From an optimization exercise on the open Yosys and OpenROAD flow, aimed at small area; shortcuts taken in it are not production practice.
In this exercise RTL edits were held to simulation tests only and were not proved equivalent to the original.
No activity file was given, so power comes from the tool's default toggle rates. The flow treats the clock pin as an ideal source, which a real chip does not have.

Setup of run A:
## apb_uart
module apb_uart #(
    parameter SYSTEM_FREQUENCY = 50_000_000,
    parameter SAMPLING_RATE = 16
)(
    input pclk,
    input preset_n,
    input psel,
    input penable,
    input pwrite,
    input[11:0] paddr,
    input[3:0] pstrb,
    input[31:0] pwdata,
    output pready,
    output pslverr,
    output[31:0] prdata,
    output irq,
    output logic baud_o,
    output logic tick_rx,
    input cts_n,
    input rx,
    output tx,
    output rts_n
);
For scale: roughly 1800 cells after synthesis, roughly 660 flip-flops, roughly 94 I/O pins, ~25000 um^2 of cells after synthesis.
==> flow/config.mk <==
export PLATFORM = sky130hd
export DESIGN_NAME = apb_uart
export DESIGN_NICKNAME = apb_uart
export VERILOG_FILES = /design/flow/design.v
export SDC_FILE = /design/flow/constraint.sdc
export NUM_CORES = 4
export LEC_CHECK = 0
export CAP_MARGIN = 20
export CORE_MARGIN = 2
export CORE_UTILIZATION = 75
export SLEW_MARGIN = 20
export SYNTH_HIERARCHICAL = 1
==> flow/constraint.sdc <==
create_clock -name core_clock -period 20.0 [get_ports {pclk}]
set_input_delay 4.0000 -clock core_clock [delete_from_list [all_inputs] [get_ports {pclk}]]
set_output_delay 4.0000 -clock core_clock [all_outputs]
set_load 0.01 [all_outputs]
standard.sh (not shown) runs the stock make flow with config.mk's settings and CLKGATE_MAP_FILE= SYNTH_SCRIPT=/design/flow/synth_recipe.tcl, a recipe that flattens the netlist after the stock synthesis.
==> flow/flow/run.sh <==
#!/bin/bash
# The standard ORFS layout (standard.sh) with these changes:
#  - synthesis maps the logic with an area-oriented ABC script (flow/area.abc)
#    instead of ORFS's speed script, without the weakest (_0) gate variants;
#    everything else in synthesis, including the flip-flop mapping and
#    register names, is ORFS's own synth.tcl;
#  - ports are buffered with the smallest buffer instead of clkdlybuf4s50_1;
#  - clock tree: clkbuf_16 leaf clusters and no dummy loads;
#  - if the routed layout still has an antenna violation, routing is redone
#    with more antenna repair iterations, and if that does not clear it,
#    placement onwards is redone at a slightly lower utilisation.
# Each tool's output goes to a log file in this folder (and ORFS's own logs).
set -euo pipefail
here=$(pwd)
# ORFS synth.tcl, with the logic-mapping ABC call pointed at our script
# The weakest (_0) variants of a few gates have the same area as the _1
# variants; mapping to the _1 variants leaves fewer nets for the resizer to
# buffer.
weak="sky130_fd_sc_hd__o21ai_0 sky130_fd_sc_hd__a21boi_0 sky130_fd_sc_hd__and2_0 sky130_fd_sc_hd__o311ai_0 sky130_fd_sc_hd__or2_0"
sed 's|^\(\s*\)log_cmd abc {\*}\$abc_args|\1lset abc_args 1 '"$here"'/flow/area.abc\n\1foreach c {'"$weak"'} { lappend abc_args -dont_use $c }\n\1log_cmd abc {*}$abc_args|' \
  "$FLOW_HOME/scripts/synth.tcl" > "$here/synth_area.tcl"
grep -q "flow/area.abc" "$here/synth_area.tcl"
sed 's|source \$::env(SCRIPTS_DIR)/synth.tcl|source '"$here"'/synth_area.tcl|' synth_recipe.tcl > "$here/synth_recipe_area.tcl"
grep -q "synth_area.tcl" "$here/synth_recipe_area.tcl"
sed 's|SYNTH_SCRIPT=[^ ]*|SYNTH_SCRIPT='"$here"'/synth_recipe_area.tcl|' standard.sh > "$here/standard_area.sh"
grep -q "synth_recipe_area.tcl" "$here/standard_area.sh"
export BUFFER_PORTS_ARGS="-buffer_cell sky130_fd_sc_hd__buf_1"
export CTS_ARGS="-sink_clustering_enable -repair_clock_nets -buf_list sky130_fd_sc_hd__clkbuf_16 -sink_clustering_size 30 -sink_clustering_max_diameter 100 -dont_use_dummy_load"

results=$(sed -n 's|^if \[\[ -f \(.*\)/6_final.odb \]\]; then$|\1|p' standard.sh)

antennas() { # number of antenna violations in the final layout ($1: log name)
  printf 'read_db %s\nputs "ANTENNA_VIOLATIONS [check_antennas]"\n' "$results/6_final.odb" > "$here/antennas.tcl"
  openroad -no_init -exit "$here/antennas.tcl" > "$here/antennas_$1.log" 2>&1 || true
  sed -n 's/^ANTENNA_VIOLATIONS \([0-9]*\)$/\1/p' "$here/antennas_$1.log" | tail -1
}

bash "$here/standard_area.sh" > flow_make.log 2>&1
n=$(antennas 1)
if [[ "$n" != "0" ]]; then
  bash "$here/standard_area.sh" clean_route clean_finish > flow_make_clean2.log 2>&1
  bash "$here/standard_area.sh" MAX_REPAIR_ANTENNAS_ITER_GRT=10 MAX_REPAIR_ANTENNAS_ITER_DRT=15 finish \
    > flow_make_2.log 2>&1
  n=$(antennas 2)
fi
if [[ "$n" != "0" ]]; then
  bash "$here/standard_area.sh" clean_floorplan clean_place clean_cts clean_route clean_finish \
    > flow_make_clean3.log 2>&1
  bash "$here/standard_area.sh" CORE_UTILIZATION=65 MAX_REPAIR_ANTENNAS_ITER_GRT=10 \
    MAX_REPAIR_ANTENNAS_ITER_DRT=15 finish > flow_make_3.log 2>&1
  antennas 3 > /dev/null
fi
==> flow/flow/area.abc <==
&get -n
&st
&dc2
&dch -f
&nf -R 1000
&put
Run A closes out successfully: all stages finished, all timing, DRC and antenna checks passed.
What run B does differently from run A at the input level:
# run A
export LEC_CHECK = 0
export CAP_MARGIN = 20
export CORE_MARGIN = 2
export CORE_UTILIZATION = 75
export SLEW_MARGIN = 20
export SYNTH_HIERARCHICAL = 1
create_clock -name core_clock -period 20.0 [get_ports {pclk}]
# run B
export LEC_CHECK = 0
export CAP_MARGIN = 20
export CORE_MARGIN = 2
export CORE_UTILIZATION = 70
export GPL_TIMING_DRIVEN = 0
export SLEW_MARGIN = 20
export SYNTH_HIERARCHICAL = 1
create_clock -name core_clock -period 20.0 [get_ports {pclk}]
diff --git a/flow/flow/run.sh b/flow/flow/run.sh
--- a/flow/flow/run.sh
+++ b/flow/flow/run.sh
@@ -2,7 +2,6 @@
 # The standard ORFS layout (standard.sh) with these changes:
 #  - synthesis maps the logic with an area-oriented ABC script (flow/area.abc)
-#    instead of ORFS's speed script, without the weakest (_0) gate variants;
-#    everything else in synthesis, including the flip-flop mapping and
-#    register names, is ORFS's own synth.tcl;
+#    instead of ORFS's speed script; everything else in synthesis, including
+#    the flip-flop mapping and register names, is ORFS's own synth.tcl;
 #  - ports are buffered with the smallest buffer instead of clkdlybuf4s50_1;
 #  - clock tree: clkbuf_16 leaf clusters and no dummy loads;
@@ -14,9 +13,5 @@
 here=$(pwd)
 # ORFS synth.tcl, with the logic-mapping ABC call pointed at our script
-# The weakest (_0) variants of a few gates have the same area as the _1
-# variants; mapping to the _1 variants leaves fewer nets for the resizer to
-# buffer.
-weak="sky130_fd_sc_hd__o21ai_0 sky130_fd_sc_hd__a21boi_0 sky130_fd_sc_hd__and2_0 sky130_fd_sc_hd__o311ai_0 sky130_fd_sc_hd__or2_0"
-sed 's|^\(\s*\)log_cmd abc {\*}\$abc_args|\1lset abc_args 1 '"$here"'/flow/area.abc\n\1foreach c {'"$weak"'} { lappend abc_args -dont_use $c }\n\1log_cmd abc {*}$abc_args|' \
+sed 's|^\(\s*\)log_cmd abc {\*}\$abc_args|\1lset abc_args 1 '"$here"'/flow/area.abc\n\1log_cmd abc {*}$abc_args|' \
   "$FLOW_HOME/scripts/synth.tcl" > "$here/synth_area.tcl"
 grep -q "flow/area.abc" "$here/synth_area.tcl"
Results
Looking at the reports, run B completed the entire flow and the layout it produced met the timing, design-rule and antenna checks.
Run A went all the way through the flow, and no timing, DRC or antenna check failed.
Between run B and run A, the time the worst path needs with I/O delays and setup is higher for run B.
The higher peak fanout along the critical path of run B and run A is in run A.
Data required time of the critical path across run B and run A: no real change.
Comparing run B and run A, layout cell share with drive strength beyond 1 is higher on run B.
Against run A, setup slack of the most critical reg-to-reg path in run B came out better.
Sequential share of layout area is higher on run A
In the final design statistics, run B uses more standard cells in total than run A.
For run C, these inputs were changed with respect to run B:
# run B
export LEC_CHECK = 0
export CAP_MARGIN = 20
export CORE_MARGIN = 2
export CORE_UTILIZATION = 70
export GPL_TIMING_DRIVEN = 0
export SLEW_MARGIN = 20
export SYNTH_HIERARCHICAL = 1
create_clock -name core_clock -period 20.0 [get_ports {pclk}]
# run C
export LEC_CHECK = 0
export CAP_MARGIN = 20
export CORE_MARGIN = 2
export CORE_UTILIZATION = 70
export SLEW_MARGIN = 20
export SYNTH_HIERARCHICAL = 1
create_clock -name core_clock -period 20.0 [get_ports {pclk}]
diff --git a/flow/flow/run.sh b/flow/flow/run.sh
--- a/flow/flow/run.sh
+++ b/flow/flow/run.sh
@@ -2,6 +2,7 @@
 # The standard ORFS layout (standard.sh) with these changes:
 #  - synthesis maps the logic with an area-oriented ABC script (flow/area.abc)
-#    instead of ORFS's speed script; everything else in synthesis, including
-#    the flip-flop mapping and register names, is ORFS's own synth.tcl;
+#    instead of ORFS's speed script, without the weakest (_0) gate variants;
+#    everything else in synthesis, including the flip-flop mapping and
+#    register names, is ORFS's own synth.tcl;
 #  - ports are buffered with the smallest buffer instead of clkdlybuf4s50_1;
 #  - clock tree: clkbuf_16 leaf clusters and no dummy loads;
@@ -13,5 +14,9 @@
 here=$(pwd)
 # ORFS synth.tcl, with the logic-mapping ABC call pointed at our script
-sed 's|^\(\s*\)log_cmd abc {\*}\$abc_args|\1lset abc_args 1 '"$here"'/flow/area.abc\n\1log_cmd abc {*}$abc_args|' \
+# The weakest (_0) variants of a few gates have the same area as the _1
+# variants; mapping to the _1 variants leaves fewer nets for the resizer to
+# buffer.
+weak="sky130_fd_sc_hd__o21ai_0 sky130_fd_sc_hd__a21boi_0 sky130_fd_sc_hd__and2_0 sky130_fd_sc_hd__o311ai_0 sky130_fd_sc_hd__or2_0"
+sed 's|^\(\s*\)log_cmd abc {\*}\$abc_args|\1lset abc_args 1 '"$here"'/flow/area.abc\n\1foreach c {'"$weak"'} { lappend abc_args -dont_use $c }\n\1log_cmd abc {*}$abc_args|' \
   "$FLOW_HOME/scripts/synth.tcl" > "$here/synth_area.tcl"
 grep -q "flow/area.abc" "$here/synth_area.tcl"
==> flow/flow/area.abc <==
&get -n
&st
&dc2
&dch -f
&nf -R 1000
&put
mfs3 -ae
topo
==> results.txt <==
Compared run C vs run B, and total routing resource utilization after global routing is down in run C.
Run C against run B: cell area after layout shows a reduction of 300 um^2, power of the clock network shows no meaningful change.
~same clock network fraction of total power in run B and run C
Routed wire in run C totals less than in run B.
Run C ended with more met1 demand-to-capacity share in global routing than run B.
Area after synthesis essentially unchanged between run C and run B.
Modified inputs, run D compared to run C
# run C
export LEC_CHECK = 0
export CAP_MARGIN = 20
export CORE_MARGIN = 2
export CORE_UTILIZATION = 70
export SLEW_MARGIN = 20
export SYNTH_HIERARCHICAL = 1
create_clock -name core_clock -period 20.0 [get_ports {pclk}]
# run D
export LEC_CHECK = 0
export CAP_MARGIN = 5
export CORE_MARGIN = 2
export CORE_UTILIZATION = 70
export SLEW_MARGIN = 5
export SYNTH_HIERARCHICAL = 1
create_clock -name core_clock -period 20.0 [get_ports {pclk}]
diff --git a/flow/flow/run.sh b/flow/flow/run.sh
--- a/flow/flow/run.sh
+++ b/flow/flow/run.sh
@@ -2,7 +2,6 @@
 # The standard ORFS layout (standard.sh) with these changes:
 #  - synthesis maps the logic with an area-oriented ABC script (flow/area.abc)
-#    instead of ORFS's speed script, without the weakest (_0) gate variants;
-#    everything else in synthesis, including the flip-flop mapping and
-#    register names, is ORFS's own synth.tcl;
+#    instead of ORFS's speed script; everything else in synthesis, including
+#    the flip-flop mapping and register names, is ORFS's own synth.tcl;
 #  - ports are buffered with the smallest buffer instead of clkdlybuf4s50_1;
 #  - clock tree: clkbuf_16 leaf clusters and no dummy loads;
@@ -14,9 +13,5 @@
 here=$(pwd)
 # ORFS synth.tcl, with the logic-mapping ABC call pointed at our script
-# The weakest (_0) variants of a few gates have the same area as the _1
-# variants; mapping to the _1 variants leaves fewer nets for the resizer to
-# buffer.
-weak="sky130_fd_sc_hd__o21ai_0 sky130_fd_sc_hd__a21boi_0 sky130_fd_sc_hd__and2_0 sky130_fd_sc_hd__o311ai_0 sky130_fd_sc_hd__or2_0"
-sed 's|^\(\s*\)log_cmd abc {\*}\$abc_args|\1lset abc_args 1 '"$here"'/flow/area.abc\n\1foreach c {'"$weak"'} { lappend abc_args -dont_use $c }\n\1log_cmd abc {*}$abc_args|' \
+sed 's|^\(\s*\)log_cmd abc {\*}\$abc_args|\1lset abc_args 1 '"$here"'/flow/area.abc\n\1log_cmd abc {*}$abc_args|' \
   "$FLOW_HOME/scripts/synth.tcl" > "$here/synth_area.tcl"
 grep -q "flow/area.abc" "$here/synth_area.tcl"
==> flow/flow/area.abc <==
&get -n
&st
&dc2
&dch -f
&nf -R 1000
&put
--- outcome ---
Compared with run C, run D shows a higher net total in the final layout.
Changes observed in run D relative to run C: final cell count without fillers went up, power consumed by combinational cells did not really move, setup slack of the critical path after layout went up.
Between run D and run C, the post-synthesis average cell area does not differ in any meaningful way.
Global-route usage: run D vs run C up 0.60 points
Run C closes out successfully: all stages finished, all timing, DRC and antenna checks passed.
Run D finished every step from synthesis to the final layout, and the layout passed the timing, design-rule and antenna checks.
Changes in run E relative to run D:
# run D
export LEC_CHECK = 0
export CAP_MARGIN = 5
export CORE_MARGIN = 2
export CORE_UTILIZATION = 70
export SLEW_MARGIN = 5
export SYNTH_HIERARCHICAL = 1
create_clock -name core_clock -period 20.0 [get_ports {pclk}]
# run E
export LEC_CHECK = 0
export CAP_MARGIN = 20
export CORE_MARGIN = 2
export CORE_UTILIZATION = 70
export SLEW_MARGIN = 20
export SYNTH_HIERARCHICAL = 1
create_clock -name core_clock -period 20.0 [get_ports {pclk}]
diff --git a/flow/flow/run.sh b/flow/flow/run.sh
--- a/flow/flow/run.sh
+++ b/flow/flow/run.sh
@@ -21,5 +21,5 @@
 grep -q "synth_recipe_area.tcl" "$here/standard_area.sh"
 export BUFFER_PORTS_ARGS="-buffer_cell sky130_fd_sc_hd__buf_1"
-export CTS_ARGS="-sink_clustering_enable -repair_clock_nets -buf_list sky130_fd_sc_hd__clkbuf_16 -sink_clustering_size 30 -sink_clustering_max_diameter 100 -dont_use_dummy_load"
+export CTS_ARGS="-sink_clustering_enable -repair_clock_nets -buf_list sky130_fd_sc_hd__clkbuf_16 -sink_clustering_size 34 -sink_clustering_max_diameter 100 -dont_use_dummy_load"
 
 results=$(sed -n 's|^if \[\[ -f \(.*\)/6_final.odb \]\]; then$|\1|p' standard.sh)
## What came out
- Run E finished all stages; the layout is clean.
- Run E vs run D, uppermost metal layer occupied by signal nets: met4 vs met5
- Run D → run E: utilization after layout did not really move, worst hold slack went up, highest clock rate did not really move.
- Cmp run E vs run D: relative contribution of sequential cells to total power higher in run E
- Run D -> run E: synthesized cell count delta 0, exact match
Here is what was changed in the inputs of run F compared with run E.
diff --git a/flow/flow/run.sh b/flow/flow/run.sh
--- a/flow/flow/run.sh
+++ b/flow/flow/run.sh
@@ -2,6 +2,7 @@
 # The standard ORFS layout (standard.sh) with these changes:
 #  - synthesis maps the logic with an area-oriented ABC script (flow/area.abc)
-#    instead of ORFS's speed script; everything else in synthesis, including
-#    the flip-flop mapping and register names, is ORFS's own synth.tcl;
+#    instead of ORFS's speed script, without the weakest (_0) gate variants;
+#    everything else in synthesis, including the flip-flop mapping and
+#    register names, is ORFS's own synth.tcl;
 #  - ports are buffered with the smallest buffer instead of clkdlybuf4s50_1;
 #  - clock tree: clkbuf_16 leaf clusters and no dummy loads;
@@ -13,5 +14,9 @@
 here=$(pwd)
 # ORFS synth.tcl, with the logic-mapping ABC call pointed at our script
-sed 's|^\(\s*\)log_cmd abc {\*}\$abc_args|\1lset abc_args 1 '"$here"'/flow/area.abc\n\1log_cmd abc {*}$abc_args|' \
+# The weakest (_0) variants of a few gates have the same area as the _1
+# variants; mapping to the _1 variants leaves fewer nets for the resizer to
+# buffer.
+weak="sky130_fd_sc_hd__o21ai_0 sky130_fd_sc_hd__a21boi_0 sky130_fd_sc_hd__and2_0 sky130_fd_sc_hd__o311ai_0 sky130_fd_sc_hd__or2_0"
+sed 's|^\(\s*\)log_cmd abc {\*}\$abc_args|\1lset abc_args 1 '"$here"'/flow/area.abc\n\1foreach c {'"$weak"'} { lappend abc_args -dont_use $c }\n\1log_cmd abc {*}$abc_args|' \
   "$FLOW_HOME/scripts/synth.tcl" > "$here/synth_area.tcl"
 grep -q "flow/area.abc" "$here/synth_area.tcl"
@@ -21,5 +26,5 @@
 grep -q "synth_recipe_area.tcl" "$here/standard_area.sh"
 export BUFFER_PORTS_ARGS="-buffer_cell sky130_fd_sc_hd__buf_1"
-export CTS_ARGS="-sink_clustering_enable -repair_clock_nets -buf_list sky130_fd_sc_hd__clkbuf_16 -sink_clustering_size 34 -sink_clustering_max_diameter 100 -dont_use_dummy_load"
+export CTS_ARGS="-sink_clustering_enable -repair_clock_nets -buf_list sky130_fd_sc_hd__clkbuf_16 -sink_clustering_size 30 -sink_clustering_max_diameter 100 -dont_use_dummy_load"
 
 results=$(sed -n 's|^if \[\[ -f \(.*\)/6_final.odb \]\]; then$|\1|p' standard.sh)
--- outcome ---
Relative area of non-clock buffer cells in the final design, run F and run E: smaller value in run F
Taking run E as the reference, in run F switching power total up about 1%, total vias in the final route +0.82%.
On worst endpoint data arrival time, run F and run E are basically level.

## what the ideal ports hide
No port has a modelled driver above. Below, the same layouts with a new extraction and two added sets of constraints.
Step 1 (the two cells are an assumption about what drives the block):
set clk [get_ports {pclk}]
set_driving_cell -lib_cell sky130_fd_sc_hd__clkbuf_16 $clk
set_driving_cell -lib_cell sky130_fd_sc_hd__buf_2 [delete_from_list [all_inputs] $clk]
Step 2 adds t to the input delays and takes it off the output delays; t is the mean of the earliest and latest rising clock arrival at the registers after step 1. Input paths then give back, and output paths get back, about the clock's delay inside the block.
Three values: ideal ports, drivers, drivers and shift; two values: the first two.
run	t (ns)	setup slack, ns	worst setup path at the end	cell pins on the clock port's net
run A	0.631	10.375 / 10.353 / 10.353	input to output	1
run B	0.629	10.187 / 10.157 / 10.157	input to output	1
run C	0.631	10.339 / 10.316 / 10.316	input to output	1
run D	0.619	10.428 / 10.407 / 10.407	input to output	1
run E	0.605	10.413 / 10.393 / 10.393	input to output	1
run F	0.641	10.401 / 10.380 / 10.380	input to output	1
After both steps setup and hold are still met in every run listed. The setup slack of run B, which loses most, moves by -0.030 ns with the drivers and by -0.030 ns with both steps.
